Background: an optimization exercise with open tools, aiming at small area and a short achievable clock period. Do not read the settings as production practice.
Function was checked by simulation only, so behaviour that the tests miss may differ from the original.
No activity file was given, so power comes from the tool's default toggle rates.

## flow/design.v (module list and top-level ports; edited modules follow where they fit)
// module work_zyq: 62 lines
// module zq_rca: 15 lines
// module zq_cneg: 14 lines
// module zq_bcd29: 66 lines
// module zq_ctl: 20 lines
// module zq_v4: 163 lines
// module zq_mul15: 607 lines
// module zq_div15: 638 lines
module work_zyq(CLK,rst,keystat,dataout);
  // ...
==> flow/flow/run.sh <==
#!/bin/bash
# Own layout flow: the standard synthesis and layout, except that
#  - Yosys skips the quick ABC pass inside synth (-noabc), extracts full/half adder
#    cells only in the modules listed in flow/fa_modules.txt (kept apart until mapping,
#    then flattened like the rest), and maps the logic with the area-oriented ABC script
#    in flow/abc.script (no gate upsizing); the modules in flow/fast_modules.txt (the key
#    decoder zq_ctl) are mapped with ORFS's speed script;
#  - no buffers for module pass-through wires (modules are flattened after mapping);
#  - port buffers are buf_2 cells;
#  - the resizer's repair_timing in each stage aims at the slack given for that stage in
#    flow/margins.txt (the SDC's clock is unchanged).
# Each tool's full output goes to a log file in the work folder.
set -euo pipefail
WORK=$(pwd)
FL=$WORK/flow
FAMODS=$(cat "$FL/fa_modules.txt")
FASTMODS=$(cat "$FL/fast_modules.txt")

sed -e "s#^source \$::env(SCRIPTS_DIR)/synth_preamble.tcl#source \$::env(SCRIPTS_DIR)/synth_preamble.tcl\nset abc_fast \$abc_args\nset abc_args [lreplace \$abc_args 1 1 $FL/abc.script]#" \
    -e "s#^  extract_fa {\*}\[dont_use_extract_fa_args\]\$#  extract_fa {*}[dont_use_extract_fa_args] $FAMODS#" \
    -e "s#^  log_cmd abc {\*}\$abc_args\$#  log_cmd abc {*}\$abc_fast $FASTMODS\n  log_cmd abc {*}\$abc_args \$::env(DESIGN_NAME) $FAMODS#" \
  "$FLOW_HOME/scripts/synth.tcl" > "$WORK/own_synth.tcl"
grep -q "lreplace \$abc_args 1 1" "$WORK/own_synth.tcl"
grep -q "abc_fast $FASTMODS" "$WORK/own_synth.tcl"
grep -q "extract_fa {\*}\[dont_use_extract_fa_args\] $FAMODS" "$WORK/own_synth.tcl"
sed "s#\$::env(SCRIPTS_DIR)/synth.tcl#$WORK/own_synth.tcl#" "$WORK/synth_recipe.tcl" > "$WORK/own_synth_recipe.tcl"
grep -q "own_synth.tcl" "$WORK/own_synth_recipe.tcl"
sed "s#SYNTH_SCRIPT=[^ ]*#SYNTH_SCRIPT=$WORK/own_synth_recipe.tcl#" "$WORK/standard.sh" > "$WORK/own_synth.sh"
grep -q "own_synth_recipe.tcl" "$WORK/own_synth.sh"

SYNTH_KEEP_MODULES="$FASTMODS $FAMODS" SYNTH_ARGS=-noabc SYNTH_INSBUF=0 bash "$WORK/own_synth.sh" synth > "$WORK/synth.log" 2>&1
export BUFFER_PORTS_ARGS="-buffer_cell sky130_fd_sc_hd__buf_2"
# the layout in stages, each stage's repair_timing with its own margin from
# flow/margins.txt (lines: stage margin)
: > "$WORK/layout.log"
while read -r STAGE M; do
  [[ -z "$STAGE" ]] && continue
  SETUP_SLACK_MARGIN=$M bash "$WORK/standard.sh" $STAGE >> "$WORK/layout.log" 2>&1 < /dev/null
done < "$FL/margins.txt"
bash "$WORK/standard.sh" >> "$WORK/layout.log" 2>&1
test -f "$WORK/out/final.def"
==> flow/flow/abc.script <==
strash
dch
amap
topo
==> flow/flow/fa_modules.txt <==
zq_mul15
==> flow/flow/fast_modules.txt <==
zq_ctl
==> flow/flow/margins.txt <==
floorplan 174.6
place 174.6
cts 174.6
grt 174.6
==> flow/standard.sh <==
#!/bin/bash
# synth_recipe.tcl (not shown) runs the flow's synth.tcl, then flattens the netlist and writes it again
# the make line also repeats each setting of config.mk as NAME=value (left out here)
make -C /OpenROAD-flow-scripts/flow DESIGN_CONFIG=/design/flow/config.mk WORK_HOME=/design/flow/orfs CLKGATE_MAP_FILE= SYNTH_SCRIPT=/design/flow/synth_recipe.tcl "${@:-finish}"
==> flow/config.mk <==
export PLATFORM = sky130hd
export DESIGN_NAME = work_zyq
export DESIGN_NICKNAME = work_zyq
export VERILOG_FILES = /design/flow/design.v
export SDC_FILE = /design/flow/constraint.sdc
export NUM_CORES = 8
export LEC_CHECK = 0
export CAP_MARGIN = 20
export CORE_MARGIN = 2
export CORE_UTILIZATION = 40
export CTS_BUF_LIST = sky130_fd_sc_hd__clkbuf_8
export SLEW_MARGIN = 20
==> flow/constraint.sdc <==
create_clock -name core_clock -period 220.0 [get_ports {CLK}]
set_input_delay 44.0000 -clock core_clock [delete_from_list [all_inputs] [get_ports {CLK}]]
set_output_delay 44.0000 -clock core_clock [all_outputs]
set_load 0.01 [all_outputs]
==> notes.md, run 1 <==
Fin Clk Skew=0.01073 ns; initial DRC count=1098; top achievable clock speed=22.05 MHz; WHS=0.4950 ns; CTS root buffer=clkbuf_8; status=finished clean; setup total negative slack=0 ns; EDFF count, synth=0; Syn Nets=2749; GRT met3 Usage=0.02828; HP Start=dataout[30]$_DFF_P_; Hold Path Stages=2; post-synthesis sequential area ratio=0.06910; pre-CTS setup slack=174.00 ns; P_clk=0.00702 mW; Inserted Diodes=0; CP Cell Sequence=buf_2, xnor2_1, and3_4, a2111oi_4, buf_4, buf_4, a222oi_1, clkinv_1; Non-clock buffers, area share=0.03170; Seq pwr share=0.073; peak fanout along the critical path=7; routability cong.=0.9283; largest net degree at the start of global routing=38; fraction of layout cells with a size suffix above 1=0.05834; DR WL met2=23790 um; met2 Usage GRT=0.4197; clock group share of total power=0.050; number of signal-net buffers in the layout=87; Critical Path Most Common Cell=buf_4; Crit path max-delay family=buffers and inverters; Pwr top=combinational logic; Critical Path AT=45.55 ns
==> module work_zyq, before the edit <==
module work_zyq(CLK,rst,keystat,dataout);
	input CLK;
	input rst;
	input [4:0]keystat;
	output [31:0]dataout;
	reg [31:0]dataout;
	reg [14:0]first;       
	reg [2:0]preop;        
	reg [4:0]prestat;      
	wire is_add = preop == 3'b110;
	wire is_sub = preop == 3'b111;
	wire is_mul = preop == 3'b100;
	wire is_div = preop == 3'b101;
	wire is_none = ~preop[2];
	wire [14:0] second;
	zq_v4 uv(.d(dataout[15:0]), .v(second));
	wire subm = preop[0];
	wire [14:0] u;
	wire uco;              
	zq_rca #(15) uas(.a(first), .b(second ^ {15{subm}}), .ci(subm), .s(u), .co(uco));
	wire gt = uco & |u;
	wire [14:0] mag;       
	zq_cneg #(15) uneg(.x(u), .n(subm & ~uco), .y(mag));
	wire [15:0] sum = {uco, mag};
	wire [28:0] prod;
	zq_mul15 umul(.a(first), .b(second & {15{is_mul}}), .p(prod));
	wire [14:0] quo;
	zq_div15 udiv(.n(first), .d(second), .q(quo));
	wire [28:0] ans = ({29{is_add}} & {13'd0, uco, 15'd0}) |
	                  ({29{is_add | is_sub}} & {14'd0, mag}) |
	                  prod |
	                  ({29{is_div}} & {14'd0, quo}) |
	                  29'd0;    
	wire [31:0] bcd;
	zq_bcd29 ubcd(.b(ans), .d(bcd));
	wire neg = is_sub & ~gt;
	wire [4:0] nz;         
	assign nz[0] = |bcd[3:0];
	assign nz[1] = |bcd[7:4];
	assign nz[2] = |bcd[11:8];
	assign nz[3] = |bcd[15:12];
	assign nz[4] = |bcd[19:16];
	wire [5:1] sgn;
	assign sgn[1] = neg & ~|nz[4:1];
	assign sgn[2] = neg & nz[1] & ~|nz[4:2];
	assign sgn[3] = neg & nz[2] & ~|nz[4:3];
	assign sgn[4] = neg & nz[3] & ~nz[4];
	assign sgn[5] = neg & nz[4];
	wire dz = is_div & ~|second;
	wire [31:0] res = bcd | {8'd0, {4{sgn[5]}}, {4{sgn[4]}}, {4{sgn[3]}}, {4{sgn[2]}}, {4{sgn[1]}}, 4'd0};
	wire d_keep, d_shift, d_res, d_err, f_load, f_keep;
	wire [4:0] k_nx;
	zq_ctl uctl(.rst(rst), .keystat(keystat), .prestat(prestat), .dz(dz),
		.d_keep(d_keep), .d_shift(d_shift), .d_res(d_res), .d_err(d_err), .f_load(f_load), .f_keep(f_keep), .k_nx(k_nx));
	always @(posedge CLK) begin
		dataout <= ({32{d_keep}} & dataout) | ({32{d_shift}} & {dataout[27:0], keystat[3:0]}) |
		           ({32{d_res}} & res) | ({32{d_err}} & 32'h00000EDD);
		first <= ({15{f_keep}} & first) | ({15{f_load}} & second);
		preop <= ({3{f_keep}} & preop) | ({3{f_load}} & {1'b1, keystat[1:0]});
		prestat <= k_nx;
	end
endmodule
==> run 2, diff against run 1 <==
--- a/flow/design.v
+++ b/flow/design.v
@@ -10,32 +10,29 @@
 	wire is_add = preop == 3'b110;
 	wire is_sub = preop == 3'b111;
 	wire is_mul = preop == 3'b100;
 	wire is_div = preop == 3'b101;
 	wire is_none = ~preop[2];
 	wire [14:0] second;
 	zq_v4 uv(.d(dataout[15:0]), .v(second));
 	wire subm = preop[0];
-	wire [14:0] u;
-	wire uco;              
-	zq_rca #(15) uas(.a(first), .b(second ^ {15{subm}}), .ci(subm), .s(u), .co(uco));
+	wire addsub = is_add | is_sub;
+	wire [28:0] prod;
+	zq_mul15 umul(.a(first), .b(second & {15{is_mul}}), .ea(first & {15{addsub}}),
+		.eb((second ^ {15{subm}}) & {15{addsub}}), .ci(addsub & subm), .p(prod));
+	wire [14:0] u = prod[14:0];
+	wire uco = prod[15];   
 	wire gt = uco & |u;
 	wire [14:0] mag;       
-	zq_cneg #(15) uneg(.x(u), .n(subm & ~uco), .y(mag));
-	wire [15:0] sum = {uco, mag};
-	wire [28:0] prod;
-	zq_mul15 umul(.a(first), .b(second & {15{is_mul}}), .p(prod));
+	zq_cneg #(15) uneg(.x(u), .n(~uco), .y(mag));
 	wire [14:0] quo;
 	zq_div15 udiv(.n(first), .d(second), .q(quo));
-	wire [28:0] ans = ({29{is_add}} & {13'd0, uco, 15'd0}) |
-	                  ({29{is_add | is_sub}} & {14'd0, mag}) |
-	                  prod |
-	                  ({29{is_div}} & {14'd0, quo}) |
-	                  29'd0;    
+	wire [28:0] ans = {prod[28:16], prod[15] & ~is_sub, is_sub ? mag : prod[14:0]} |
+	                  {14'd0, {15{is_div}} & quo};
 	wire [31:0] bcd;
 	zq_bcd29 ubcd(.b(ans), .d(bcd));
 	wire neg = is_sub & ~gt;
 	wire [4:0] nz;         
 	assign nz[0] = |bcd[3:0];
 	assign nz[1] = |bcd[7:4];
 	assign nz[2] = |bcd[11:8];
 	assign nz[3] = |bcd[15:12];
@@ -333,18 +330,19 @@
 	assign v_102 = v_40 ^ v_84;
 	assign v_103 = v_42 ^ v_86;
 	assign v_104 = v_44 ^ v_88;
 	assign v_105 = v_46 ^ v_90;
 	assign v_106 = v_48 ^ v_92;
 	assign v_107 = 1'b0 ^ v_94;
 	assign v = {v_107, v_106, v_105, v_104, v_103, v_102, v_101, v_100, v_99, v_98, v_97, v_96, v_26, y[1], y[0]};
 endmodule
-module zq_mul15(a, b, p);
-	input [14:0] a, b;
+module zq_mul15(a, b, ea, eb, ci, p);
+	input [14:0] a, b, ea, eb;
+	input ci;
 	output [28:0] p;
 	wire m_1, m_2, m_3, m_4, m_5, m_6, m_7, m_8, m_9, m_10, m_11, m_12, m_13, m_14, m_15, m_16;
 	wire m_17, m_18, m_19, m_20, m_21, m_22, m_23, m_24, m_25, m_26, m_27, m_28, m_29, m_30, m_31, m_32;
 	wire m_33, m_34, m_35, m_36, m_37, m_38, m_39, m_40, m_41, m_42, m_43, m_44, m_45, m_46, m_47, m_48;
 	wire m_49, m_50, m_51, m_52, m_53, m_54, m_55, m_56, m_57, m_58, m_59, m_60, m_61, m_62, m_63, m_64;
 	wire m_65, m_66, m_67, m_68, m_69, m_70, m_71, m_72, m_73, m_74, m_75, m_76, m_77, m_78, m_79, m_80;
 	wire m_81, m_82, m_83, m_84, m_85, m_86, m_87, m_88, m_89, m_90, m_91, m_92, m_93, m_94, m_95, m_96;
 	wire m_97, m_98, m_99, m_100, m_101, m_102, m_103, m_104, m_105, m_106, m_107, m_108, m_109, m_110, m_111, m_112;
@@ -371,17 +369,19 @@
 	wire m_433, m_434, m_435, m_436, m_437, m_438, m_439, m_440, m_441, m_442, m_443, m_444, m_445, m_446, m_447, m_448;
 	wire m_449, m_450, m_451, m_452, m_453, m_454, m_455, m_456, m_457, m_458, m_459, m_460, m_461, m_462, m_463, m_464;
 	wire m_465, m_466, m_467, m_468, m_469, m_470, m_471, m_472, m_473, m_474, m_475, m_476, m_477, m_478, m_479, m_480;
 	wire m_481, m_482, m_483, m_484, m_485, m_486, m_487, m_488, m_489, m_490, m_491, m_492, m_493, m_494, m_495, m_496;
 	wire m_497, m_498, m_499, m_500, m_501, m_502, m_503, m_504, m_505, m_506, m_507, m_508, m_509, m_510, m_511, m_512;
 	wire m_513, m_514, m_515, m_516, m_517, m_518, m_519, m_520, m_521, m_522, m_523, m_524, m_525, m_526, m_527, m_528;
 	wire m_529, m_530, m_531, m_532, m_533, m_534, m_535, m_536, m_537, m_538, m_539, m_540, m_541, m_542, m_543, m_544;
 	wire m_545, m_546, m_547, m_548, m_549, m_550, m_551, m_552, m_553, m_554, m_555, m_556, m_557, m_558, m_559, m_560;
-	wire m_561, m_562, m_563, m_564, m_565, m_566;
+	wire m_561, m_562, m_563, m_564, m_565, m_566, m_567, m_568, m_569, m_570, m_571, m_572, m_573, m_574, m_575, m_576;
+	wire m_577, m_578, m_579, m_580, m_581, m_582, m_583, m_584, m_585, m_586, m_587, m_588, m_589, m_590, m_591, m_592;
+	wire m_593, m_594, m_595, m_596, m_597;
 	assign m_1 = (a[0] & b[0]);
 	assign m_2 = (a[0] & b[1]);
 	assign m_3 = (a[1] & b[0]);
 	assign m_4 = (a[0] & b[2]);
 	assign m_5 = (a[1] & b[1]);
 	assign m_6 = (a[2] & b[0]);
 	assign m_7 = (a[0] & b[3]);
 	assign m_8 = (a[1] & b[2]);
@@ -882,73 +882,104 @@
 	assign m_503 = m_457 ^ m_412 ^ m_456;
 	assign m_504 = (m_457 & m_412) | (m_457 & m_456) | (m_412 & m_456);
 	assign m_505 = m_459 ^ m_416 ^ m_458;
 	assign m_506 = (m_459 & m_416) | (m_459 & m_458) | (m_416 & m_458);
 	assign m_507 = m_461 ^ m_418 ^ m_460;
 	assign m_508 = (m_461 & m_418) | (m_461 & m_460) | (m_418 & m_460);
 	assign m_509 = m_194 ^ m_195 ^ m_462;
 	assign m_510 = (m_194 & m_195) | (m_194 & m_462) | (m_195 & m_462);
-	assign m_511 = m_2 ^ m_3;
-	assign m_512 = m_2 & m_3;
-	assign m_513 = m_463 ^ m_6 ^ m_512;
-	assign m_514 = (m_463 & m_6) | (m_463 & m_512) | (m_6 & m_512);
-	assign m_515 = m_465 ^ m_464 ^ m_514;
-	assign m_516 = (m_465 & m_464) | (m_465 & m_514) | (m_464 & m_514);
-	assign m_517 = m_467 ^ m_466 ^ m_516;
-	assign m_518 = (m_467 & m_466) | (m_467 & m_516) | (m_466 & m_516);
-	assign m_519 = m_469 ^ m_468 ^ m_518;
-	assign m_520 = (m_469 & m_468) | (m_469 & m_518) | (m_468 & m_518);
-	assign m_521 = m_471 ^ m_470 ^ m_520;
-	assign m_522 = (m_471 & m_470) | (m_471 & m_520) | (m_470 & m_520);
-	assign m_523 = m_473 ^ m_472 ^ m_522;
-	assign m_524 = (m_473 & m_472) | (m_473 & m_522) | (m_472 & m_522);
-	assign m_525 = m_475 ^ m_474 ^ m_524;
-	assign m_526 = (m_475 & m_474) | (m_475 & m_524) | (m_474 & m_524);
-	assign m_527 = m_477 ^ m_476 ^ m_526;
-	assign m_528 = (m_477 & m_476) | (m_477 & m_526) | (m_476 & m_526);
-	assign m_529 = m_479 ^ m_478 ^ m_528;
-	assign m_530 = (m_479 & m_478) | (m_479 & m_528) | (m_478 & m_528);
-	assign m_531 = m_481 ^ m_480 ^ m_530;
-	assign m_532 = (m_481 & m_480) | (m_481 & m_530) | (m_480 & m_530);
-	assign m_533 = m_483 ^ m_482 ^ m_532;
-	assign m_534 = (m_483 & m_482) | (m_483 & m_532) | (m_482 & m_532);
-	assign m_535 = m_485 ^ m_484 ^ m_534;
-	assign m_536 = (m_485 & m_484) | (m_485 & m_534) | (m_484 & m_534);
-	assign m_537 = m_487 ^ m_486 ^ m_536;
-	assign m_538 = (m_487 & m_486) | (m_487 & m_536) | (m_486 & m_536);
-	assign m_539 = m_489 ^ m_488 ^ m_538;
-	assign m_540 = (m_489 & m_488) | (m_489 & m_538) | (m_488 & m_538);
-	assign m_541 = m_491 ^ m_490 ^ m_540;
-	assign m_542 = (m_491 & m_490) | (m_491 & m_540) | (m_490 & m_540);
-	assign m_543 = m_493 ^ m_492 ^ m_542;
-	assign m_544 = (m_493 & m_492) | (m_493 & m_542) | (m_492 & m_542);
-	assign m_545 = m_495 ^ m_494 ^ m_544;
-	assign m_546 = (m_495 & m_494) | (m_495 & m_544) | (m_494 & m_544);
-	assign m_547 = m_497 ^ m_496 ^ m_546;
-	assign m_548 = (m_497 & m_496) | (m_497 & m_546) | (m_496 & m_546);
-	assign m_549 = m_499 ^ m_498 ^ m_548;
-	assign m_550 = (m_499 & m_498) | (m_499 & m_548) | (m_498 & m_548);
-	assign m_551 = m_501 ^ m_500 ^ m_550;
-	assign m_552 = (m_501 & m_500) | (m_501 & m_550) | (m_500 & m_550);
-	assign m_553 = m_503 ^ m_502 ^ m_552;
-	assign m_554 = (m_503 & m_502) | (m_503 & m_552) | (m_502 & m_552);
-	assign m_555 = m_505 ^ m_504 ^ m_554;
-	assign m_556 = (m_505 & m_504) | (m_505 & m_554) | (m_504 & m_554);
-	assign m_557 = m_507 ^ m_506 ^ m_556;
-	assign m_558 = (m_507 & m_506) | (m_507 & m_556) | (m_506 & m_556);
-	assign m_559 = m_509 ^ m_508 ^ m_558;
-	assign m_560 = (m_509 & m_508) | (m_509 & m_558) | (m_508 & m_558);
-	assign m_561 = m_196 ^ m_510 ^ m_560;
-	assign m_562 = (m_196 & m_510) | (m_196 & m_560) | (m_510 & m_560);
-	assign m_563 = m_197 ^ m_562;
-	assign m_564 = m_197 & m_562;
-	assign m_565 = m_198 ^ m_564;
-	assign m_566 = m_198 & m_564;
-	assign p = {m_565, m_563, m_561, m_559, m_557, m_555, m_553, m_551, m_549, m_547, m_545, m_543, m_541, m_539, m_537, m_535, m_533, m_531, m_529, m_527, m_525, m_523, m_521, m_519, m_517, m_515, m_513, m_511, m_1};
+	assign m_511 = m_1 | ea[0];
+	assign m_512 = m_2 | ea[1];
+	assign m_513 = m_3 | eb[1];
+	assign m_514 = m_463 | ea[2];
+	assign m_515 = m_6 | eb[2];
+	assign m_516 = m_465 | ea[3];
+	assign m_517 = m_464 | eb[3];
+	assign m_518 = m_467 | ea[4];
+	assign m_519 = m_466 | eb[4];
+	assign m_520 = m_469 | ea[5];
+	assign m_521 = m_468 | eb[5];
+	assign m_522 = m_471 | ea[6];
+	assign m_523 = m_470 | eb[6];
+	assign m_524 = m_473 | ea[7];
+	assign m_525 = m_472 | eb[7];
+	assign m_526 = m_475 | ea[8];
+	assign m_527 = m_474 | eb[8];
+	assign m_528 = m_477 | ea[9];
+	assign m_529 = m_476 | eb[9];
+	assign m_530 = m_479 | ea[10];
+	assign m_531 = m_478 | eb[10];
+	assign m_532 = m_481 | ea[11];
+	assign m_533 = m_480 | eb[11];
+	assign m_534 = m_483 | ea[12];
+	assign m_535 = m_482 | eb[12];
+	assign m_536 = m_485 | ea[13];
+	assign m_537 = m_484 | eb[13];
+	assign m_538 = m_487 | ea[14];
+	assign m_539 = m_486 | eb[14];
+	assign m_540 = m_511 ^ eb[0] ^ ci;
+	assign m_541 = (m_511 & eb[0]) | (m_511 & ci) | (eb[0] & ci);
+	assign m_542 = m_512 ^ m_513 ^ m_541;
+	assign m_543 = (m_512 & m_513) | (m_512 & m_541) | (m_513 & m_541);
+	assign m_544 = m_514 ^ m_515 ^ m_543;
+	assign m_545 = (m_514 & m_515) | (m_514 & m_543) | (m_515 & m_543);
+	assign m_546 = m_516 ^ m_517 ^ m_545;
+	assign m_547 = (m_516 & m_517) | (m_516 & m_545) | (m_517 & m_545);
+	assign m_548 = m_518 ^ m_519 ^ m_547;
+	assign m_549 = (m_518 & m_519) | (m_518 & m_547) | (m_519 & m_547);
+	assign m_550 = m_520 ^ m_521 ^ m_549;
+	assign m_551 = (m_520 & m_521) | (m_520 & m_549) | (m_521 & m_549);
+	assign m_552 = m_522 ^ m_523 ^ m_551;
+	assign m_553 = (m_522 & m_523) | (m_522 & m_551) | (m_523 & m_551);
+	assign m_554 = m_524 ^ m_525 ^ m_553;
+	assign m_555 = (m_524 & m_525) | (m_524 & m_553) | (m_525 & m_553);
+	assign m_556 = m_526 ^ m_527 ^ m_555;
+	assign m_557 = (m_526 & m_527) | (m_526 & m_555) | (m_527 & m_555);
+	assign m_558 = m_528 ^ m_529 ^ m_557;
+	assign m_559 = (m_528 & m_529) | (m_528 & m_557) | (m_529 & m_557);
+	assign m_560 = m_530 ^ m_531 ^ m_559;
+	assign m_561 = (m_530 & m_531) | (m_530 & m_559) | (m_531 & m_559);
+	assign m_562 = m_532 ^ m_533 ^ m_561;
+	assign m_563 = (m_532 & m_533) | (m_532 & m_561) | (m_533 & m_561);
+	assign m_564 = m_534 ^ m_535 ^ m_563;
+	assign m_565 = (m_534 & m_535) | (m_534 & m_563) | (m_535 & m_563);
+	assign m_566 = m_536 ^ m_537 ^ m_565;
+	assign m_567 = (m_536 & m_537) | (m_536 & m_565) | (m_537 & m_565);
+	assign m_568 = m_538 ^ m_539 ^ m_567;
+	assign m_569 = (m_538 & m_539) | (m_538 & m_567) | (m_539 & m_567);
+	assign m_570 = m_489 ^ m_488 ^ m_569;
+	assign m_571 = (m_489 & m_488) | (m_489 & m_569) | (m_488 & m_569);
+	assign m_572 = m_491 ^ m_490 ^ m_571;
+	assign m_573 = (m_491 & m_490) | (m_491 & m_571) | (m_490 & m_571);
+	assign m_574 = m_493 ^ m_492 ^ m_573;
+	assign m_575 = (m_493 & m_492) | (m_493 & m_573) | (m_492 & m_573);
+	assign m_576 = m_495 ^ m_494 ^ m_575;
+	assign m_577 = (m_495 & m_494) | (m_495 & m_575) | (m_494 & m_575);
+	assign m_578 = m_497 ^ m_496 ^ m_577;
+	assign m_579 = (m_497 & m_496) | (m_497 & m_577) | (m_496 & m_577);
+	assign m_580 = m_499 ^ m_498 ^ m_579;
+	assign m_581 = (m_499 & m_498) | (m_499 & m_579) | (m_498 & m_579);
+	assign m_582 = m_501 ^ m_500 ^ m_581;
+	assign m_583 = (m_501 & m_500) | (m_501 & m_581) | (m_500 & m_581);
+	assign m_584 = m_503 ^ m_502 ^ m_583;
+	assign m_585 = (m_503 & m_502) | (m_503 & m_583) | (m_502 & m_583);
+	assign m_586 = m_505 ^ m_504 ^ m_585;
+	assign m_587 = (m_505 & m_504) | (m_505 & m_585) | (m_504 & m_585);
+	assign m_588 = m_507 ^ m_506 ^ m_587;
+	assign m_589 = (m_507 & m_506) | (m_507 & m_587) | (m_506 & m_587);
+	assign m_590 = m_509 ^ m_508 ^ m_589;
+	assign m_591 = (m_509 & m_508) | (m_509 & m_589) | (m_508 & m_589);
+	assign m_592 = m_196 ^ m_510 ^ m_591;
+	assign m_593 = (m_196 & m_510) | (m_196 & m_591) | (m_510 & m_591);
+	assign m_594 = m_197 ^ m_593;
+	assign m_595 = m_197 & m_593;
+	assign m_596 = m_198 ^ m_595;
+	assign m_597 = m_198 & m_595;
+	assign p = {m_596, m_594, m_592, m_590, m_588, m_586, m_584, m_582, m_580, m_578, m_576, m_574, m_572, m_570, m_568, m_566, m_564, m_562, m_560, m_558, m_556, m_554, m_552, m_550, m_548, m_546, m_544, m_542, m_540};
 endmodule
 module zq_div15(n, d, q);
 	input [14:0] n, d;
 	output [14:0] q;
 	wire q_1, q_2, q_3, q_4, q_5, q_6, q_7, q_8, q_9, q_10, q_11, q_12, q_13, q_14, q_15, q_16;
 	wire q_17, q_18, q_19, q_20, q_21, q_22, q_23, q_24, q_25, q_26, q_27, q_28, q_29, q_30, q_31, q_32;
 	wire q_33, q_34, q_35, q_36, q_37, q_38, q_39, q_40, q_41, q_42, q_43, q_44, q_45, q_46, q_47, q_48;
 	wire q_49, q_50, q_51, q_52, q_53, q_54, q_55, q_56, q_57, q_58, q_59, q_60, q_61, q_62, q_63, q_64;
==> flow/flow/run.sh (replaced) <==
#!/bin/bash
# Own layout flow: the standard synthesis and layout, except that
#  - Yosys skips the quick ABC pass inside synth (-noabc), extracts full/half adder
#    cells only in the modules listed in flow/fa_modules.txt (kept apart until mapping,
#    then flattened like the rest), and maps the logic with the area-oriented ABC script
#    in flow/abc.script (no gate upsizing); the modules in flow/fast_modules.txt (the key
#    decoder zq_ctl) are mapped with ORFS's speed script;
#  - no buffers for module pass-through wires (modules are flattened after mapping);
#  - port buffers are buf_2 cells;
#  - the resizer's repair_timing aims at the slack in flow/margin.txt (the SDC's clock is
#    unchanged).
# Each tool's full output goes to a log file in the work folder.
set -euo pipefail
WORK=$(pwd)
FL=$WORK/flow
MARGIN=$(cat "$FL/margin.txt")
FAMODS=$(cat "$FL/fa_modules.txt")
FASTMODS=$(cat "$FL/fast_modules.txt")

sed -e "s#^source \$::env(SCRIPTS_DIR)/synth_preamble.tcl#source \$::env(SCRIPTS_DIR)/synth_preamble.tcl\nset abc_fast \$abc_args\nset abc_args [lreplace \$abc_args 1 1 $FL/abc.script]#" \
    -e "s#^  extract_fa {\*}\[dont_use_extract_fa_args\]\$#  extract_fa {*}[dont_use_extract_fa_args] $FAMODS#" \
    -e "s#^  log_cmd abc {\*}\$abc_args\$#  log_cmd abc {*}\$abc_fast $FASTMODS\n  log_cmd abc {*}\$abc_args \$::env(DESIGN_NAME) $FAMODS#" \
  "$FLOW_HOME/scripts/synth.tcl" > "$WORK/own_synth.tcl"
grep -q "lreplace \$abc_args 1 1" "$WORK/own_synth.tcl"
grep -q "abc_fast $FASTMODS" "$WORK/own_synth.tcl"
grep -q "extract_fa {\*}\[dont_use_extract_fa_args\] $FAMODS" "$WORK/own_synth.tcl"
sed "s#\$::env(SCRIPTS_DIR)/synth.tcl#$WORK/own_synth.tcl#" "$WORK/synth_recipe.tcl" > "$WORK/own_synth_recipe.tcl"
grep -q "own_synth.tcl" "$WORK/own_synth_recipe.tcl"
sed "s#SYNTH_SCRIPT=[^ ]*#SYNTH_SCRIPT=$WORK/own_synth_recipe.tcl#" "$WORK/standard.sh" > "$WORK/own_synth.sh"
grep -q "own_synth_recipe.tcl" "$WORK/own_synth.sh"

SYNTH_KEEP_MODULES="$FASTMODS $FAMODS" SYNTH_ARGS=-noabc SYNTH_INSBUF=0 bash "$WORK/own_synth.sh" synth > "$WORK/synth.log" 2>&1
export BUFFER_PORTS_ARGS="-buffer_cell sky130_fd_sc_hd__buf_2"
export SETUP_SLACK_MARGIN=$MARGIN
bash "$WORK/standard.sh" > "$WORK/layout.log" 2>&1
test -f "$WORK/out/final.def"
==> flow/flow/margin.txt (new file) <==
174.6
==> flow/config.mk (replaced) <==
export PLATFORM = sky130hd
export DESIGN_NAME = work_zyq
export DESIGN_NICKNAME = work_zyq
export VERILOG_FILES = /design/flow/design.v
export SDC_FILE = /design/flow/constraint.sdc
export NUM_CORES = 8
export LEC_CHECK = 0
export CAP_MARGIN = 20
export CORE_MARGIN = 2
export CORE_UTILIZATION = 55
export PLACE_DENSITY = 0.7
export SLEW_MARGIN = 20
removed: flow/flow/margins.txt
==> run 2 against run 1 <==
- still clean on timing, DRC and antenna
- synthesized cell count fell by 0.98%
- non-clock buffer count fell by 6
- clock-buffer cell count did not move
- first-iteration DRC count rose by 64%
- critical path type unchanged
- largest cell class unchanged
- largest power group unchanged
==> notes.md, run 2 <==
status=finished clean; clock group share of total power=0.062 (+0.012); Hold Fails Final Rpt=0; Hold Path Stages=1 (-1); clock buffer depth=2; initial core utilization=0.5554; P_int=0.05678 mW; Seq pwr share=0.074 (about the same); reg2reg end=dataout[0]$_DFF_P_; placed cells=2981; min Tclk post-route=45.37 ns; drt total wl=49060 um; Crit path max-delay family=compound AO/OA/AOI/OAI gates; CTS Hold Buffers Added=0; core box area=28550 um^2; most frequent cells after synthesis=730 x nor2_1, 307 x o21ai_0, 299 x clkinv_1, 244 x a21oi_1, 180 x nand2_1; Worst setup EP type=flip-flop; synthesized area per cell=6.257 um^2; post-synth top area cell=fa_1; DRC=0; switching part of the total=0.5937; num rows=62; peak fanout along the critical path=17 (+10); Worst R2R Setup Slack=180.02 ns; Synth Register Bits=55; Critical Path AT=45.60 ns (+0.05 ns); top achievable clock speed=22.04 MHz (about the same); grt total ovfl=0; ys async rst share=0; setup total negative slack=0 ns (unchanged); Combinational Power Share=0.864; Hold Path Sink=dataout[29]$_DFF_P_; largest net degree at the start of global routing=38 (unchanged); # setup viols final=0; Syn. warnings=2; max-slew violations=0; Crit Path Class=input port to flip-flop; r2r startpoint=dataout[12]$_DFF_P_; First-pass DRT Iterations=6; Die ar.=30200 um^2; number of H-tree levels=2; switching power=0.08299 mW; DR vias=18430; via-per-instance ratio=6.123; Synth cell types=46; Worst-Margin Slew=0.9987 ns; number of I/O pins=39; Clock Sinks=55; post-synthesis sequential area ratio=0.06944 (+0.0003490); CP Cell Sequence=buf_2, xor2_4, or3_4, o21bai_1, clkinv_2, o22ai_1; global-route wire length before repair=81030 um; HP Start=dataout[29]$_DFF_P_; Leak=6.553 nW; final std cells w/o fill=3010; PortBufs=38; cell count after synthesis=2534; synthesized cell area=15860 um^2; top_reg_cell synth=dfxtp_1; Crit-path slowest cell=or3_4; most common cell after layout, fill and taps aside=nor2_1; most frequent cell after synthesis=nor2_1; post-synth top area share=0.2146; routability cong.=0.9101 (-2.0%); Hold Crit Class=flip-flop to flip-flop; RSZ-0062 raised after global routing=true; most flop-heavy register=dataout; Layout area overhead=8.996%; most frequent cells in the layout=724 x nor2_1, 292 x clkinv_1, 286 x o21ai_0; Worst-Skew Late Latency=0.31 ns; fraction of layout cells with a size suffix above 1=0.05217 (-0.006166); relative max-transition margin=0.3272; clock transition at the registers of the reported paths=0.08 ns; Max-Cap Viols=0; fin util=0.6054; Final nets=2816; Top Registers=dataout x32, first x15, prestat x5; Syn Nets=2725 (-0.87%); Critical Path Start=keystat[0]; Startpoint Class=input port; Final HPWL DP=37180 um; WHS=0.4834 ns (-0.01155 ns); Tcrit/Tclk final=0.2062; TritonCTS clock tree=yes; total track usage=0.3205; Buf/Inv on CP=2; R2R cell count=264; pwr dens=8.088 nW/um^2; DR WL/cell=16.30 um; crit-path max cell delay=0.43 ns; largest cells by area after synthesis=fa_1 21%, nor2_1 17%, o21ai_0 9.7%; max FFs per register=32; Fin Clk Skew=0.01193 ns (+0.001205 ns); VDD IR max=0.02405 mV; total CTS buffers=5; CP Depth=6; initial antenna violation count=0; initial DRC count=1799 (+64%); ANT nets after route=0; Die Width=173.8 um; EDFF count, synth=0 (unchanged); Chip Height=173.8 um; vias in the first global route=17320; Inserted Diodes=0 (unchanged); CP required=220.23 ns; CTS root buffer=clkbuf_16
[run 2: changes by cell type after synthesis, moves of 5 or more]
cell | previous run | this run
a221oi_1 | 4 | 18
o22ai_1 | 153 | 140
a21o_1 | 9 | 4
a311oi_1 | 6 | 0
a22oi_1 | 18 | 23
a211oi_1 | 79 | 74
or2_0 | 6 | 30
nand2_1 | 198 | 180
clkinv_1 | 291 | 299
a21boi_0 | 6 | 1
a21oi_1 | 258 | 244
o21ai_0 | 319 | 307
[run 2: final cells by class]
class / instances / area [um^2]
Timing Repair Buffer: 81 / 519.2
Fill cell: 2839 / 11270
Clock inverter: 3 / 27.53
Inverter: 301 / 1141
Tap cell: 384 / 480.5
Multi-Input combinational cell: 2180 / 13880
Timing Repair inverter: 1 / 5.005
Sequential cell: 55 / 1101
Clock buffer: 5 / 125.1
[run 2: cell families (layout without fill, tap and decap cells)]
group | Yosys count | in the layout | synth area share
and+or+nand+nor | 1018 | 1018 | 0.2559
AOI/OAI and AO/OA | 918 | 920 | 0.3456
buffers and inverters | 301 | 391 | 0.07126
DFF | 55 | 55 | 0.06944
xor gates and xnor gates | 58 | 58 | 0.03204
adders and majority gates | 184 | 184 | 0.2257
[run 2: worst max path at each step]
stage | slack [ns] | end
finish | 174.64 | first[5]$_DFF_P_
global route | 174.47 | dataout[0]$_DFF_P_
CTS | 174.59 | dataout[7]$_DFF_P_
detailed placement | 174.07 | dataout[2]$_DFF_P_
global placement | 174.12 | dataout[11]$_DFF_P_
floorplan | 174.59 | dataout[10]$_DFF_P_
[run 2: per-layer routing]
| metal | up-vias | global-route usage | wire [um] |
|---|---|---|---|
| met5 | - | 0 | 0 |
| met4 | 0 | 0.08718 | 1094 |
| met1 | 8562 | 0.4225 | 21030 |
| met2 | 686 | 0.5486 | 22990 |
| li1 | 9093 | - | - |
| met3 | 88 | 0.04846 | 3949 |
[run 2: modules after synthesis, one instance, submodules excluded]
module / cell area (um^2) / flops+latches / times used / cells
zq_ctl: 191.4 / 0 / 1 / 29
work_zyq: 10960 / 55 / 1 / 2063
zq_mul15: 4702 / 0 / 1 / 442
[run 2: what timing repair did]
item	in CTS	in global routing
setup endpoints to repair	48	44
endpoints found under the hold margin	0	0
gates resized for setup	2	61
gates cloned	3	0
setup buffers	3	15
pin swaps	2	10
[run 2: power groups by stage]
stage / clock network [mW] / logic [mW] / registers (mW)
final: 0.00869 / 0.121 / 0.0104
after global routing: 0.00917 / 0.137 / 0.0104
after CTS: 0.00868 / 0.115 / 0.0103
after detailed placement: 0 / 0.114 / 0.0106
after global placement: 0 / 0.110 / 0.0106
after floorplan: 0 / 0.0920 / 0.0106
[run 2: stage by stage]
step                      power, mW  worst slack [ns]  cell area [um^2]
after global placement       0.1209            174.12             16770
after floorplan              0.1025            174.59             15910
after detailed placement     0.1247            174.07             16770
after CTS                    0.1339            174.59             16980
after global routing         0.1568            174.47             17280
final                        0.1398            174.64             17280
==> run 3, diff against run 2 <==
--- a/flow/config.mk
+++ b/flow/config.mk
@@ -9,4 +9,5 @@
 export CORE_MARGIN = 2
-export CORE_UTILIZATION = 55
-export PLACE_DENSITY = 0.7
+export CORE_UTILIZATION = 40
+export CTS_CLUSTER_DIAMETER = 400
+export CTS_CLUSTER_SIZE = 60
 export SLEW_MARGIN = 20
==> run 3 against run 2 <==
- die area is 37% higher
- sequential power is essentially flat
- first-iteration DRC count fell by 21%
- final area increased by 1.0%
- largest cell class unchanged
- largest power group unchanged
==> notes.md, run 3 <==
switching part of the total=0.5982 (+0.004475); CTS root buffer=clkbuf_16; min Tclk post-route=45.34 ns (-0.03000 ns); max FFs per register=32 (unchanged); final std cells w/o fill=3148 (+4.6%); Final HPWL DP=38490 um (+3.5%); clock group share of total power=0.060 (-0.002); Final nets=2820 (+0.14%); area of the multi-input gates=13870 um^2 (about the same); peak fanout along the critical path=17 (unchanged); Startpoint Class=input port; max-slew violations=0 (unchanged); Die Width=203.1 um (+17%); top_reg_cell synth=dfxtp_1; most frequent cell after synthesis=nor2_1; largest net degree at the start of global routing=38 (unchanged); vias in the first global route=17290 (-0.16%); ys async rst share=0 (unchanged); ANT nets after route=0 (unchanged); core box area=38920 um^2 (+36%); # setup viols final=0 (unchanged); TritonCTS clock tree=yes; top achievable clock speed=22.06 MHz (about the same); PnR worst setup slack=174.67 ns (+0.03000 ns); initial antenna violation count=0 (unchanged); initial DRC count=1426 (-21%); Chip Height=203.1 um (+17%); drt total wl=50610 um (+3.2%); pre-CTS setup slack=174.06 ns (-0.01000 ns); clock transition at the registers of the reported paths=0.08 ns (about the same); routability cong.=0.8695 (-4.5%); P_int=0.05608 mW (-1.2%); synthesized area per cell=6.257 um^2 (unchanged); switching power=0.08349 mW (+0.61%); fraction of layout cells with a size suffix above 1=0.05171 (-0.0004596); relative max-transition margin=0.3628 (+0.03560); most flop-heavy register=dataout; DR vias=18150 (-1.5%); Synth Register Bits=55 (unchanged); most common cell after layout, fill and taps aside=nor2_1; FF/Latch Area=1101 um^2 (unchanged); WHS=0.4837 ns (+0.0002670 ns); Top Registers=dataout x32, first x15, prestat x5; post-synth top area cell=fa_1; Fin Clk Skew=0.01023 ns (-0.001700 ns); PortBufs=38 (unchanged); Worst setup EP type=flip-flop; Hold Crit Class=flip-flop to flip-flop; status=finished clean; post-synth top area share=0.2146 (unchanged); total track usage=0.2432 (-0.07729); Leak=6.568 nW (+0.22%); placed cells=3116 (+4.5%); grt total ovfl=0 (unchanged); clock buffer depth=2 (unchanged); Hold Fails Final Rpt=0 (unchanged); setup total negative slack=0 ns (unchanged); synthesized cell area=15860 um^2 (unchanged); Clock Sinks=55 (unchanged); most frequent cells in the layout=725 x nor2_1, 292 x clkinv_1, 292 x o21ai_0; DR WL/cell=16.08 um (-1.4%); Layout area overhead=10.11%; CP required=220.21 ns (-0.02 ns); Syn. warnings=2 (unchanged); CTS Hold Buffers Added=0 (unchanged); Tcrit/Tclk final=0.2061 (about the same); # fillers=4143 (+46%); Combinational Power Share=0.866 (+0.002); largest cells by area after synthesis=fa_1 21%, nor2_1 17%, o21ai_0 9.7%; VDD IR max=0.01957 mV (-19%); Inserted Diodes=0 (unchanged); Max-Cap Viols=0 (unchanged); global-route wire length before repair=82870 um (+2.3%); via-per-instance ratio=5.766 (-5.8%); post-synthesis sequential area ratio=0.06944 (unchanged); Worst-Skew Late Latency=0.31 ns (about the same); DRC=0 (unchanged); Syn Nets=2725 (unchanged); Critical Path AT=45.55 ns (-0.05 ns); total CTS buffers=5 (unchanged); Synth cell types=46 (unchanged); Worst-Margin Slew=0.9485 ns (-0.05015 ns); pwr dens=7.995 nW/um^2 (-1.2%); num rows=72 (+16%); First-pass DRT Iterations=6 (unchanged); most frequent cells after synthesis=730 x nor2_1, 307 x o21ai_0, 299 x clkinv_1, 244 x a21oi_1, 180 x nand2_1; Final Total Pwr=0.1396 mW (-0.14%); Die ar.=41250 um^2 (+37%); RSZ-0062 raised after global routing=false; number of I/O pins=39 (unchanged); number of H-tree levels=2 (unchanged); Seq pwr share=0.074 (about the same); cell count after synthesis=2534 (unchanged); initial core utilization=0.4074 (-0.1480); Crit Path Class=input port to flip-flop; EDFF count, synth=0 (unchanged)
-- run 3: layout make-up --
type                    count  share of cell area
flip-flops and latches     55             0.06307
multi-input cells        2180              0.7944
well taps                 518             0.03712
clock inverters             2           0.0007167
clock buffers               6            0.007382
repair inverters            1           0.0005017
repair buffers             85             0.03146
inverters                 301             0.06536
-- run 3: cell families (layout without fill, tap and decap cells) --
| group | Yosys count | after routing | share of synthesized area |
|---|---|---|---|
| XOR/XNOR | 58 | 58 | 0.03204 |
| buffers and inverters | 301 | 395 | 0.07126 |
| adder cells (fa/ha/maj) | 184 | 184 | 0.2257 |
| flip-flops | 55 | 55 | 0.06944 |
| AO/OA/AOI/OAI | 918 | 920 | 0.3456 |
| AND/OR/NAND/NOR | 1018 | 1018 | 0.2559 |
-- run 3: worst paths after layout --
path	cells after the start	start	to	slack, ns
setup reg to reg	260	dataout[12]$_DFF_P_	dataout[0]$_DFF_P_	179.75
setup / recovery	6	keystat[0]	preop[0]$_DFF_P_	174.67
hold / removal	2	preop[2]$_DFF_P_	preop[2]$_DFF_P_	0.48
hold reg to reg	2	preop[2]$_DFF_P_	preop[2]$_DFF_P_	0.48
-- run 3: per-layer routing --
layer	wire length, um	up-vias	share of wire	track usage
li1	-	9120	-	-
met1	22810	8461	0.45	0.3202
met2	23420	487	0.46	0.4199
met3	3292	82	0.065	0.03066
met4	1084	0	0.021	0.06517
met5	0	-	0	0
-- run 3: Yosys stat by module, one instance, submodules excluded --
module | copies in the design | flip-flops and latches | cell area [um^2]
zq_ctl | 1 | 0 | 191.4
zq_mul15 | 1 | 0 | 4702
work_zyq | 1 | 55 | 10960
-- run 3: what timing repair did --
item	CTS	global route
buffers inserted	8	13
resized for setup	7	45
endpoints found under the setup margin	48	40
cloned	3	0
pin swaps	4	11
endpoints found under the hold margin	0	0
-- run 3: through the flow --
| stage | instance area [um^2] | util |
|---|---|---|
| 2_1_floorplan | 15910 | - |
| 3_3_place_gp | 16950 | 0.4356 |
| 3_5_place_dp | 16950 | 0.4356 |
| 4_1_cts | 17210 | 0.4423 |
| 5_1_grt | 17460 | 0.4486 |
| 6_report | 17460 | 0.4486 |
-- run 3: critical path, cell delays in order --
cell      delay (ns)
buf_2           0.16
xor2_4          0.17
or3_4           0.44
o21bai_1        0.25
clkinv_2        0.28
o21ai_0         0.23
-- run 3: power groups by stage --
stage	clock network [mW]	registers, mW	logic, mW
floorplan	0	0.0106	0.0920
global placement	0	0.0106	0.112
detailed placement	0	0.0106	0.116
CTS	0.00832	0.0104	0.116
global route	0.00877	0.0104	0.137
finish	0.00831	0.0104	0.121
==> run 4, diff against run 3 <==
==> flow/flow/margin.txt (replaced) <==
174.8
--- a/flow/config.mk
+++ b/flow/config.mk
@@ -10,4 +10,2 @@
 export CORE_UTILIZATION = 40
-export CTS_CLUSTER_DIAMETER = 400
-export CTS_CLUSTER_SIZE = 60
 export SLEW_MARGIN = 20
==> run 4 against run 3 <==
- clock power is 2% lower
- fmax is 0.23% higher
- largest cell class unchanged
- die area unchanged
- critical path type unchanged
- first-iteration DRC count fell by 6.3%
- total power grew 1.1%
- flip-flop and latch count did not move
- critical endpoint is now dataout[29]$_DFF_P_
- largest power group unchanged
- hold slack got worse by 0.0032 ns
==> notes.md, run 4 <==
status=finished clean; DR vias=18120 (-0.17%); top achievable clock speed=22.11 MHz (+0.23%); Synth Register Bits=55 (unchanged); min Tclk post-route=45.23 ns (-0.1030 ns); largest net degree at the start of global routing=38 (unchanged); final cell area excluding filler cells=17750 um^2 (+1.7%); Worst-Skew Late Latency=0.30 ns (about the same); DRC=0 (unchanged); Startpoint Class=input port; setup total negative slack=0 ns (unchanged); Crit Path Class=input port to flip-flop; placed cells=3115 (-0.032%); DP Area=17020 um^2 (+0.36%); Syn. warnings=2 (unchanged); Layout area overhead=11.96%; initial core utilization=0.4074 (unchanged); CP Cell Sequence=buf_12, xnor2_4, and3_4, a2111oi_4, buf_6, clkinv_8, a211oi_2, a221o_1; Die ar.=41250 um^2 (unchanged); number of I/O pins=39 (unchanged); reg2reg end=dataout[0]$_DFF_P_; VDD IR max=0.01964 mV (+0.37%); most common cell after layout, fill and taps aside=nor2_1; # setup viols final=0 (unchanged); Clock Sinks=55 (unchanged); relative max-transition margin=0.3922 (+0.02944); total CTS buffers=5 (unchanged); top_reg_cell synth=dfxtp_1; clock buffer depth=2 (unchanged); clock transition at the registers of the reported paths=0.08 ns (about the same); Hold Crit Class=flip-flop to flip-flop; peak fanout along the critical path=8 (-9); final std cells w/o fill=3150 (+0.064%); FF/Latch Area=1101 um^2 (unchanged); Syn Nets=2725 (unchanged); PnR worst setup slack=174.77 ns (+0.1030 ns); num rows=72 (unchanged); max FFs per register=32 (unchanged); WHS=0.4805 ns (-0.003217 ns); # fillers=3966 (-4.3%); PortBufs=38 (unchanged); Worst setup EP type=flip-flop; via-per-instance ratio=5.752 (-0.23%); DR WL/cell=16.00 um (-0.48%); most frequent cells in the layout=720 x nor2_1, 291 x clkinv_1, 274 x o21ai_0; TritonCTS clock tree=yes; Final HPWL DP=38310 um (-0.46%); routability cong.=0.8699 (about the same); post-synthesis sequential area ratio=0.06944 (unchanged); Buf/Inv on CP=3 (+1); synthesized cell area=15860 um^2 (unchanged); post-synth top area cell=fa_1; fin util=0.4561 (+0.007523); Synth cell types=46 (unchanged); Max-Cap Viols=0 (unchanged); fraction of layout cells with a size suffix above 1=0.06383 (+0.01212); CP required=220.24 ns (+0.03 ns); cell count after synthesis=2534 (unchanged); max-slew violations=0 (unchanged); Worst R2R Setup Slack=180.18 ns (+0.43 ns); number of H-tree levels=2 (unchanged); largest cells by area after synthesis=fa_1 21%, nor2_1 17%, o21ai_0 9.7%; RSZ-0062 raised after global routing=true; area of the multi-input gates=14070 um^2 (+1.5%); core box area=38920 um^2 (unchanged); initial DRC count=1336 (-6.3%); Crit path max-delay family=compound AO/OA/AOI/OAI gates; Fin Clk Skew=0.01059 ns (+0.0003519 ns); synthesized area per cell=6.257 um^2 (unchanged); Leak=6.639 nW (+1.1%); Critical Path AT=45.47 ns (-0.08 ns); crit-path max cell delay=0.38 ns (-0.06 ns); pre-CTS setup slack=174.10 ns (+0.03400 ns); most flop-heavy register=dataout; Final nets=2822 (+0.071%); drt total wl=50390 um (-0.42%); ys async rst share=0 (unchanged); Crit-path slowest cell=a2111oi_4; ANT nets after route=0 (unchanged); Die Width=203.1 um (unchanged); most frequent cells after synthesis=730 x nor2_1, 307 x o21ai_0, 299 x clkinv_1, 244 x a21oi_1, 180 x nand2_1; Chip Height=203.1 um (unchanged); Tcrit/Tclk final=0.2056 (-0.0004682); most frequent cell after synthesis=nor2_1; total track usage=0.2413 (-0.001940); r2r startpoint=dataout[12]$_DFF_P_; Hold Fails Final Rpt=0 (unchanged); R2R cell count=268 (+3.1%); grt total ovfl=0 (unchanged); Top Registers=dataout x32, first x15, prestat x5; First-pass DRT Iterations=6 (unchanged); global-route wire length before repair=82430 um (-0.52%); pwr dens=7.951 nW/um^2 (-0.55%); Final Total Pwr=0.1411 mW (+1.1%); EDFF count, synth=0 (unchanged); Inserted Diodes=0 (unchanged); Hold Path Sink=preop[2]$_DFF_P_; Worst-Margin Slew=0.9047 ns (-0.04383 ns); post-synth top area share=0.2146 (unchanged); CTS root buffer=clkbuf_16; HP Start=preop[2]$_DFF_P_; vias in the first global route=16940 (-2.0%); Hold Path Stages=2 (unchanged); initial antenna violation count=0 (unchanged); CTS Hold Buffers Added=0 (unchanged)
run 4: cell type report:
type,instances,share of cell area
multi-input cells,2180,0.7926
inverters,301,0.06555
flip-flops and latches,55,0.06203
well taps,518,0.03651
repair buffers,86,0.03419
clock buffers,6,0.007260
repair inverters,2,0.001128
clock inverters,2,0.0007049
run 4: cell families after synthesis:
group,count (synthesis),synth area share
adders and majority gates,184,0.2257
AOI/OAI and AO/OA,918,0.3456
DFF,55,0.06944
buffers and inverters,301,0.07126
xor gates and xnor gates,58,0.03204
and+or+nand+nor,1018,0.2559
run 4: worst max-delay path by stage:
stage | startpoint | endpoint | slack [ns] | depth (start not counted)
final | keystat[3] | dataout[29]$_DFF_P_ | 174.77 | 8
after global routing | dataout[4]$_DFF_P_ | dataout[0]$_DFF_P_ | 174.61 | 265
after CTS | keystat[0] | dataout[1]$_DFF_P_ | 174.71 | 6
after detailed placement | keystat[0] | dataout[4]$_DFF_P_ | 174.10 | 6
after global placement | keystat[0] | dataout[10]$_DFF_P_ | 174.11 | 6
after floorplan | keystat[0] | dataout[10]$_DFF_P_ | 174.60 | 5
run 4: per-module statistics from Yosys, one instance, submodules excluded:
module | copies in the design | cells inside | cell area (um^2) | flops+latches
work_zyq | 1 | 2063 | 10960 | 55
zq_ctl | 1 | 29 | 191.4 | 0
zq_mul15 | 1 | 442 | 4702 | 0
run 4: metal layers:
metal / share of wire / wire length [um] / global-route usage
met2: 0.47 / 23570 / 0.4207
met1: 0.45 / 22780 / 0.3187
met5: 0 / 0 / 0
met4: 0.018 / 912 / 0.05344
met3: 0.062 / 3133 / 0.02986
run 4: worst reg2reg max path: cells and delay by family, from the launching register on:
family | cells | cell delay [ns]
xor gates and xnor gates | 2 | 0.54
and+or+nand+nor | 110 | 13.83
AOI/OAI and AO/OA | 117 | 19.93
buffers and inverters | 39 | 5.04
DFF | 1 | 0.43
run 4: what timing repair did:
item	CTS	global route
buffers inserted	5	18
pin swaps	7	16
gates cloned	3	1
endpoints found under the setup margin	49	49
gates resized for setup	14	94
run 4: power by group:
part | internal [mW] | switching [mW] | total, mW
Clock | 0.00423 | 0.00395 | 0.00817
Sequential | 0.0101 | 0.000278 | 0.0104
Combinational | 0.0424 | 0.0802 | 0.123
Total | 0.0567 | 0.0844 | 0.141
==> run 5, diff against run 4 <==
==> flow/flow/margin.txt (replaced) <==
174.6
--- a/flow/config.mk
+++ b/flow/config.mk
@@ -10,2 +10,4 @@
 export CORE_UTILIZATION = 40
+export CTS_CLUSTER_DIAMETER = 200
+export CTS_CLUSTER_SIZE = 30
 export SLEW_MARGIN = 20
==> run 5 against run 4 <==
- non-clock buffer count down 1
- final area down 1.6%
- synthesized cell count did not move
- routed wire length is 0.42% higher
- global-route usage up 0.19 points
- cell count about the same
- total power is 1.1% lower
- clock-buffer cell count stayed put
- worst setup slack lost 0.10 ns
- combinational power is essentially flat
- fmax shrank 0.23%
- critical endpoint is now preop[0]$_DFF_P_
- largest cell class unchanged
- largest power group unchanged
- highest routed layer unchanged
==> notes.md, run 5 <==
min Tclk post-route=45.34 ns (+0.1030 ns); Worst setup EP type=flip-flop; largest cells by area after synthesis=fa_1 21%, nor2_1 17%, o21ai_0 9.7%; Critical Path Sink=preop[0]$_DFF_P_; # setup viols final=0 (unchanged); ANT nets after route=0 (unchanged); Syn. warnings=2 (unchanged); via-per-instance ratio=5.766 (+0.23%); Startpoint Class=input port; VDD IR max=0.01957 mV (-0.37%); pwr dens=7.995 nW/um^2 (+0.55%); initial DRC count=1426 (+6.7%); Die ar.=41250 um^2 (unchanged); Crit Path Class=input port to flip-flop; most frequent cells after synthesis=730 x nor2_1, 307 x o21ai_0, 299 x clkinv_1, 244 x a21oi_1, 180 x nand2_1; RSZ-0062 raised after global routing=false; Layout area overhead=10.11%; TritonCTS clock tree=yes; Chip Height=203.1 um (unchanged); num rows=72 (unchanged); DR vias=18150 (+0.17%); Hold Fails Final Rpt=0 (unchanged); total track usage=0.2432 (+0.001940); CP required=220.21 ns (-0.03 ns); most common cell after layout, fill and taps aside=nor2_1; total CTS buffers=5 (unchanged); CTS Hold Buffers Added=0 (unchanged); largest net degree at the start of global routing=38 (unchanged); Final HPWL DP=38490 um (+0.46%); Critical Path AT=45.55 ns (+0.08 ns); number of I/O pins=39 (unchanged); ys async rst share=0 (unchanged); most frequent cell after synthesis=nor2_1; clock buffer depth=2 (unchanged); DRC=0 (unchanged); max FFs per register=32 (unchanged); Inserted Diodes=0 (unchanged); Synth cell types=46 (unchanged); synthesized cell area=15860 um^2 (unchanged); top_reg_cell synth=dfxtp_1; EDFF count, synth=0 (unchanged); status=finished clean; Critical Path Start=keystat[0]; Max-Cap Viols=0 (unchanged); most frequent cells in the layout=725 x nor2_1, 292 x clkinv_1, 292 x o21ai_0; synthesized area per cell=6.257 um^2 (unchanged); top achievable clock speed=22.06 MHz (-0.23%); post-synth top area share=0.2146 (unchanged); Final Total Pwr=0.1396 mW (-1.1%); global-route wire length before repair=82870 um (+0.53%); Synth Area in Simple Gates=0.2559 (unchanged); fraction of layout cells with a size suffix above 1=0.05171 (-0.01212); placed cells=3116 (+0.032%); number of H-tree levels=2 (unchanged); Hold Path Stages=2 (unchanged); Worst-Margin Slew=0.9485 ns (+0.04383 ns); relative max-transition margin=0.3628 (-0.02944); Worst-Skew Late Latency=0.31 ns (about the same); Final nets=2820 (-0.071%); Top Registers=dataout x32, first x15, prestat x5; Hold Crit Class=flip-flop to flip-flop; initial core utilization=0.4074 (unchanged); Worst R2R Setup Slack=179.75 ns (-0.43 ns); Die Width=203.1 um (unchanged); mux share of post-synthesis cell area=0 (unchanged); final std cells w/o fill=3148 (-0.063%); post-synth top area cell=fa_1; most flop-heavy register=dataout; drt total wl=50610 um (+0.42%); post-synthesis sequential area ratio=0.06944 (unchanged); largest family of logic cells by synthesized area=compound AO/OA/AOI/OAI gates; First-pass DRT Iterations=6 (unchanged); cell count after synthesis=2534 (unchanged); WHS=0.4837 ns (+0.003217 ns); initial antenna violation count=0 (unchanged); PortBufs=38 (unchanged); xor/xnor share of the synthesized area=0.03204 (unchanged); max-slew violations=0 (unchanged); clock transition at the registers of the reported paths=0.08 ns (about the same); Leak=6.568 nW (-1.1%); DR WL/cell=16.08 um (+0.48%); vias in the first global route=17290 (+2.1%); routability cong.=0.8695 (about the same); Synth Register Bits=55 (unchanged); Tcrit/Tclk final=0.2061 (+0.0004682); Syn Nets=2725 (unchanged); R2R cell count=260 (-3.0%); setup total negative slack=0 ns (unchanged); Fin Clk Skew=0.01023 ns (-0.0003519 ns); Clock Sinks=55 (unchanged); Synth Area in Compound Gates=0.3456 (unchanged); core box area=38920 um^2 (unchanged); peak fanout along the critical path=17 (+9); reg2reg end=dataout[0]$_DFF_P_; grt total ovfl=0 (unchanged); CTS root buffer=clkbuf_16; r2r startpoint=dataout[12]$_DFF_P_; adder-cell area share of the yosys netlist=0.2257 (unchanged)
[run 5: final cells by class]
cell class | count | area [um^2]
Sequential cell | 55 | 1101
Timing Repair inverter | 1 | 8.758
Clock inverter | 2 | 12.51
Fill cell | 4143 | 21460
Timing Repair Buffer | 85 | 549.3
Inverter | 301 | 1141
Tap cell | 518 | 648.1
Clock buffer | 6 | 128.9
Multi-Input combinational cell | 2180 | 13870
[run 5: power breakdown]
part / switching (mW) / internal, mW
logic: 0.0792 / 0.0417
registers: 0.000248 / 0.0101
clock network: 0.00408 / 0.00423
total: 0.0835 / 0.0561
[run 5: per-stage QoR]
step	setup WS, ns	utilization	instance area [um^2]
floorplan	174.59	-	15910
global placement	174.10	0.4356	16950
detailed placement	174.06	0.4356	16950
CTS	174.62	0.4423	17210
global route	174.50	0.4486	17460
finish	174.67	0.4486	17460
[run 5: modules after synthesis (local to each module, per instance)]
module    area [um^2]  flip-flops and latches  cells inside
zq_ctl          191.4                       0            29
zq_mul15         4702                       0           442
work_zyq        10960                      55          2063
[run 5: kinds of logic (layout without fill, tap and decap cells)]
logic type,Yosys count,count (layout)
simple gates,1018,1018
fa+ha+maj,184,184
compound gates,918,920
flops,55,55
buf+inv,301,395
xor+xnor,58,58
[run 5: worst min-delay path by stage]
stage                         from                   to  slack, ns
4_1_cts           preop[2]$_DFF_P_     preop[2]$_DFF_P_       0.48
3_5_place_dp      preop[2]$_DFF_P_     preop[2]$_DFF_P_       0.47
6_report          preop[2]$_DFF_P_     preop[2]$_DFF_P_       0.48
3_3_place_gp   dataout[28]$_DFF_P_  dataout[28]$_DFF_P_       0.46
2_1_floorplan     preop[2]$_DFF_P_     preop[2]$_DFF_P_       0.45
5_1_grt           preop[2]$_DFF_P_     preop[2]$_DFF_P_       0.52
[run 5: what timing repair did]
item / in CTS / in global routing
setup buffers: 8 / 13
setup endpoints to repair: 48 / 40
pin swaps: 4 / 11
endpoints found under the hold margin: 0 / 0
gates resized for setup: 7 / 45
gates cloned: 3 / 0
[run 5: worst max-delay path, stage by stage]
cell and delay, ns:
buf_2 0.16, xor2_4 0.17, or3_4 0.44, o21bai_1 0.25, clkinv_2 0.28, o21ai_0 0.23
[run 5: metal layers]
| metal | GRT usage | vias up | share of wire |
|---|---|---|---|
| li1 | - | 9120 | - |
| met1 | 0.3202 | 8461 | 0.45 |
| met2 | 0.4199 | 487 | 0.46 |
| met3 | 0.03066 | 82 | 0.065 |
| met4 | 0.06517 | 0 | 0.021 |
| met5 | 0 | - | 0 |
==> run 6, diff against run 5 <==
--- a/flow/config.mk
+++ b/flow/config.mk
@@ -10,4 +10,2 @@
 export CORE_UTILIZATION = 40
-export CTS_CLUSTER_DIAMETER = 200
-export CTS_CLUSTER_SIZE = 30
 export SLEW_MARGIN = 20
==> run 6 against run 5 <==
- still clean on timing, DRC and antenna
- final area unchanged
- critical path depth unchanged
- clock skew unchanged
- clock-buffer cell count unchanged
- critical path type unchanged
==> notes.md, run 6 <==
min Tclk post-route=45.34 ns (unchanged); CTS Hold Buffers Added=0 (unchanged); total track usage=0.2432 (unchanged); largest net degree at the start of global routing=38 (unchanged); total CTS buffers=5 (unchanged); num rows=72 (unchanged); Inserted Diodes=0 (unchanged); cell count after synthesis=2534 (unchanged); crit-path max cell delay=0.44 ns (about the same); # fillers=4143 (unchanged); PortBufs=38 (unchanged); Worst-Skew Late Latency=0.31 ns (about the same); via-per-instance ratio=5.766 (unchanged); most frequent cell after synthesis=nor2_1; drt total wl=50610 um (unchanged); relative max-transition margin=0.3628 (unchanged); global-route wire length before repair=82870 um (unchanged); Tcrit/Tclk final=0.2061 (unchanged); Worst setup EP type=flip-flop; setup total negative slack=0 ns (unchanged); Max-Cap Viols=0 (unchanged); Startpoint Class=input port; number of H-tree levels=2 (unchanged); initial antenna violation count=0 (unchanged); clock transition at the registers of the reported paths=0.08 ns (about the same); initial core utilization=0.4074 (unchanged); Hold Crit Class=flip-flop to flip-flop; routability cong.=0.8695 (unchanged); post-synth top area cell=fa_1; vias in the first global route=17290 (unchanged); met2 Usage GRT=0.4199 (unchanged); HP Start=preop[2]$_DFF_P_; ANT nets after route=0 (unchanged); grt total ovfl=0 (unchanged); pre-CTS setup slack=174.06 ns (unchanged); First-pass DRT Iterations=6 (unchanged); Crit Path Class=input port to flip-flop; most frequent cells after synthesis=730 x nor2_1, 307 x o21ai_0, 299 x clkinv_1, 244 x a21oi_1, 180 x nand2_1; TritonCTS clock tree=yes; EDFF count, synth=0 (unchanged); status=finished clean; clock buffer depth=2 (unchanged); synthesized area per cell=6.257 um^2 (unchanged); pwr dens=7.995 nW/um^2 (unchanged); Crit-path slowest cell=or3_4; busiest layer in global routing=met2; top achievable clock speed=22.06 MHz (unchanged); Critical Path Start=keystat[0]; # setup viols final=0 (unchanged); final std cells w/o fill=3148 (unchanged); CP required=220.21 ns (about the same); ys async rst share=0 (unchanged); Leak=6.568 nW (unchanged); Die Width=203.1 um (unchanged); GRT met3 Usage=0.03066 (unchanged); Top Registers=dataout x32, first x15, prestat x5; post-synthesis sequential area ratio=0.06944 (unchanged); Final nets=2820 (unchanged); met1 Track Usage GR=0.3202 (unchanged); top_reg_cell synth=dfxtp_1; Hold Fails Final Rpt=0 (unchanged); r2r startpoint=dataout[12]$_DFF_P_; Synth cell types=46 (unchanged); DR WL/cell=16.08 um (unchanged); most flop-heavy register=dataout; Final HPWL DP=38490 um (unchanged); CTS root buffer=clkbuf_16; Layout area overhead=10.11% (unchanged); DR vias=18150 (unchanged); Synth Register Bits=55 (unchanged); DRC=0 (unchanged); CP Cell Sequence=buf_2, xor2_4, or3_4, o21bai_1, clkinv_2, o21ai_0; PnR worst setup slack=174.67 ns (unchanged); Syn. warnings=2 (unchanged); synthesized cell area=15860 um^2 (unchanged); largest cells by area after synthesis=fa_1 21%, nor2_1 17%, o21ai_0 9.7%; fin util=0.4486 (unchanged); placed cells=3116 (unchanged); max-slew violations=0 (unchanged); most frequent cells in the layout=725 x nor2_1, 292 x clkinv_1, 292 x o21ai_0; RSZ-0062 raised after global routing=false; Clock Sinks=55 (unchanged); max FFs per register=32 (unchanged); Fin Clk Skew=0.01023 ns (unchanged); core box area=38920 um^2 (unchanged); Final Total Pwr=0.1396 mW (unchanged); post-synth top area share=0.2146 (unchanged); peak fanout along the critical path=17 (unchanged); number of I/O pins=39 (unchanged); Die ar.=41250 um^2 (unchanged); initial DRC count=1426 (unchanged); VDD IR max=0.01957 mV (unchanged); Critical Path AT=45.55 ns (about the same); Worst-Margin Slew=0.9485 ns (unchanged); most common cell after layout, fill and taps aside=nor2_1; Chip Height=203.1 um (unchanged); Syn Nets=2725 (unchanged); fraction of layout cells with a size suffix above 1=0.05171 (unchanged)
-- run 6: metal layers --
layer / up-vias / share of wire
met5: - / 0
li1: 9120 / -
met2: 487 / 0.46
met1: 8461 / 0.45
met3: 82 / 0.065
met4: 0 / 0.021
-- run 6: worst paths after layout --
| path | to | slack (ns) | cells past startpoint |
|---|---|---|---|
| min reg2reg | preop[2]$_DFF_P_ | 0.48 | 2 |
| max reg2reg | dataout[0]$_DFF_P_ | 179.75 | 260 |
| max | preop[0]$_DFF_P_ | 174.67 | 6 |
| min | preop[2]$_DFF_P_ | 0.48 | 2 |
-- run 6: area by class of cell --
class	instances	area (um^2)	share of cell area
clock buffers	6	128.9	0.007382
clock inverters	2	12.51	0.0007167
inverters	301	1141	0.06536
multi-input cells	2180	13870	0.7944
flip-flops and latches	55	1101	0.06307
well taps	518	648.1	0.03712
repair buffers	85	549.3	0.03146
repair inverters	1	8.758	0.0005017
-- run 6: report_power, final --
group          switching (mW)  internal [mW]  leakage [nW]
combinational          0.0792         0.0417          6.06
sequential           0.000248         0.0101         0.445
clock                 0.00408        0.00423        0.0669
-- run 6: cells by family after synthesis --
| kind of cell | count (synthesis) | synth area share |
|---|---|---|
| buffers and inverters | 301 | 0.07126 |
| adders and majority gates | 184 | 0.2257 |
| AOI/OAI and AO/OA | 918 | 0.3456 |
| and+or+nand+nor | 1018 | 0.2559 |
| xor gates and xnor gates | 58 | 0.03204 |
| DFF | 55 | 0.06944 |
-- run 6: Yosys stat by module (local to each module, per instance) --
module,area [um^2],flip-flops and latches
work_zyq,10960,55
zq_mul15,4702,0
zq_ctl,191.4,0
-- run 6: timing repair --
action	CTS	global route
setup buffers	8	13
gates cloned	3	0
resized for setup	7	45
endpoints found under the setup margin	48	40
pin swaps	4	11
-- run 6: worst max-delay path: cells and delay by family --
family                    cells  cell delay (ns)
AOI/OAI and AO/OA             2             0.48
xor gates and xnor gates      1             0.17
buffers and inverters         2             0.44
and+or+nand+nor               1             0.44
-- run 6: through the flow --
stage | cell area, um^2 | hold slack, ns
2_1_floorplan | 15910 | 0.4493
3_3_place_gp | 16950 | 0.4583
3_5_place_dp | 16950 | 0.4675
4_1_cts | 17210 | 0.4830
5_1_grt | 17460 | 0.5249
6_report | 17460 | 0.4837

[afterwards: timing with drivers on the ports]
In the flow no input, the clock included, has a driving cell. The finished layouts below were timed again as built, in two steps. Step 1 (the two cells are an assumption about what drives the block):
set clk [get_ports {CLK}]
set_driving_cell -lib_cell sky130_fd_sc_hd__clkbuf_16 $clk
set_driving_cell -lib_cell sky130_fd_sc_hd__buf_2 [delete_from_list [all_inputs] $clk]
Step 2 times the ports against the registers' clock, not the clock port: input delays grow and output delays shrink by t, the midpoint of the rising clock arrivals with the driver on. Slacks: ideal ports / drivers / drivers and shift; pairs: ideal ports / drivers.
| run | shift t [ns] | setup slack, ns | latest minus earliest clock arrival (ns) | worst data-port slew with drivers (ns) | pins driven straight from the clock port |
|---|---|---|---|---|---|
| run 1 | 0.355 | 174.645 / 174.669 / 174.314 | 0.010 / 0.010 | 0.03 | 1 |
| run 2 | 0.341 | 174.635 / 174.654 / 174.313 | 0.012 / 0.012 | 0.03 | 1 |
| run 3 | 0.348 | 174.665 / 174.692 / 174.344 | 0.010 / 0.010 | 0.03 | 1 |
| run 4 | 0.347 | 174.768 / 174.770 / 174.423 | 0.010 / 0.010 | 0.06 | 1 |
| run 5 | 0.348 | 174.665 / 174.692 / 174.344 | 0.010 / 0.010 | 0.03 | 1 |
| run 6 | 0.348 | 174.665 / 174.692 / 174.344 | 0.010 / 0.010 | 0.03 | 1 |
After both steps every run listed still meets setup and hold. The setup slack of run 4, which loses most, moves by +0.002 ns with the drivers and by -0.345 ns with both steps.
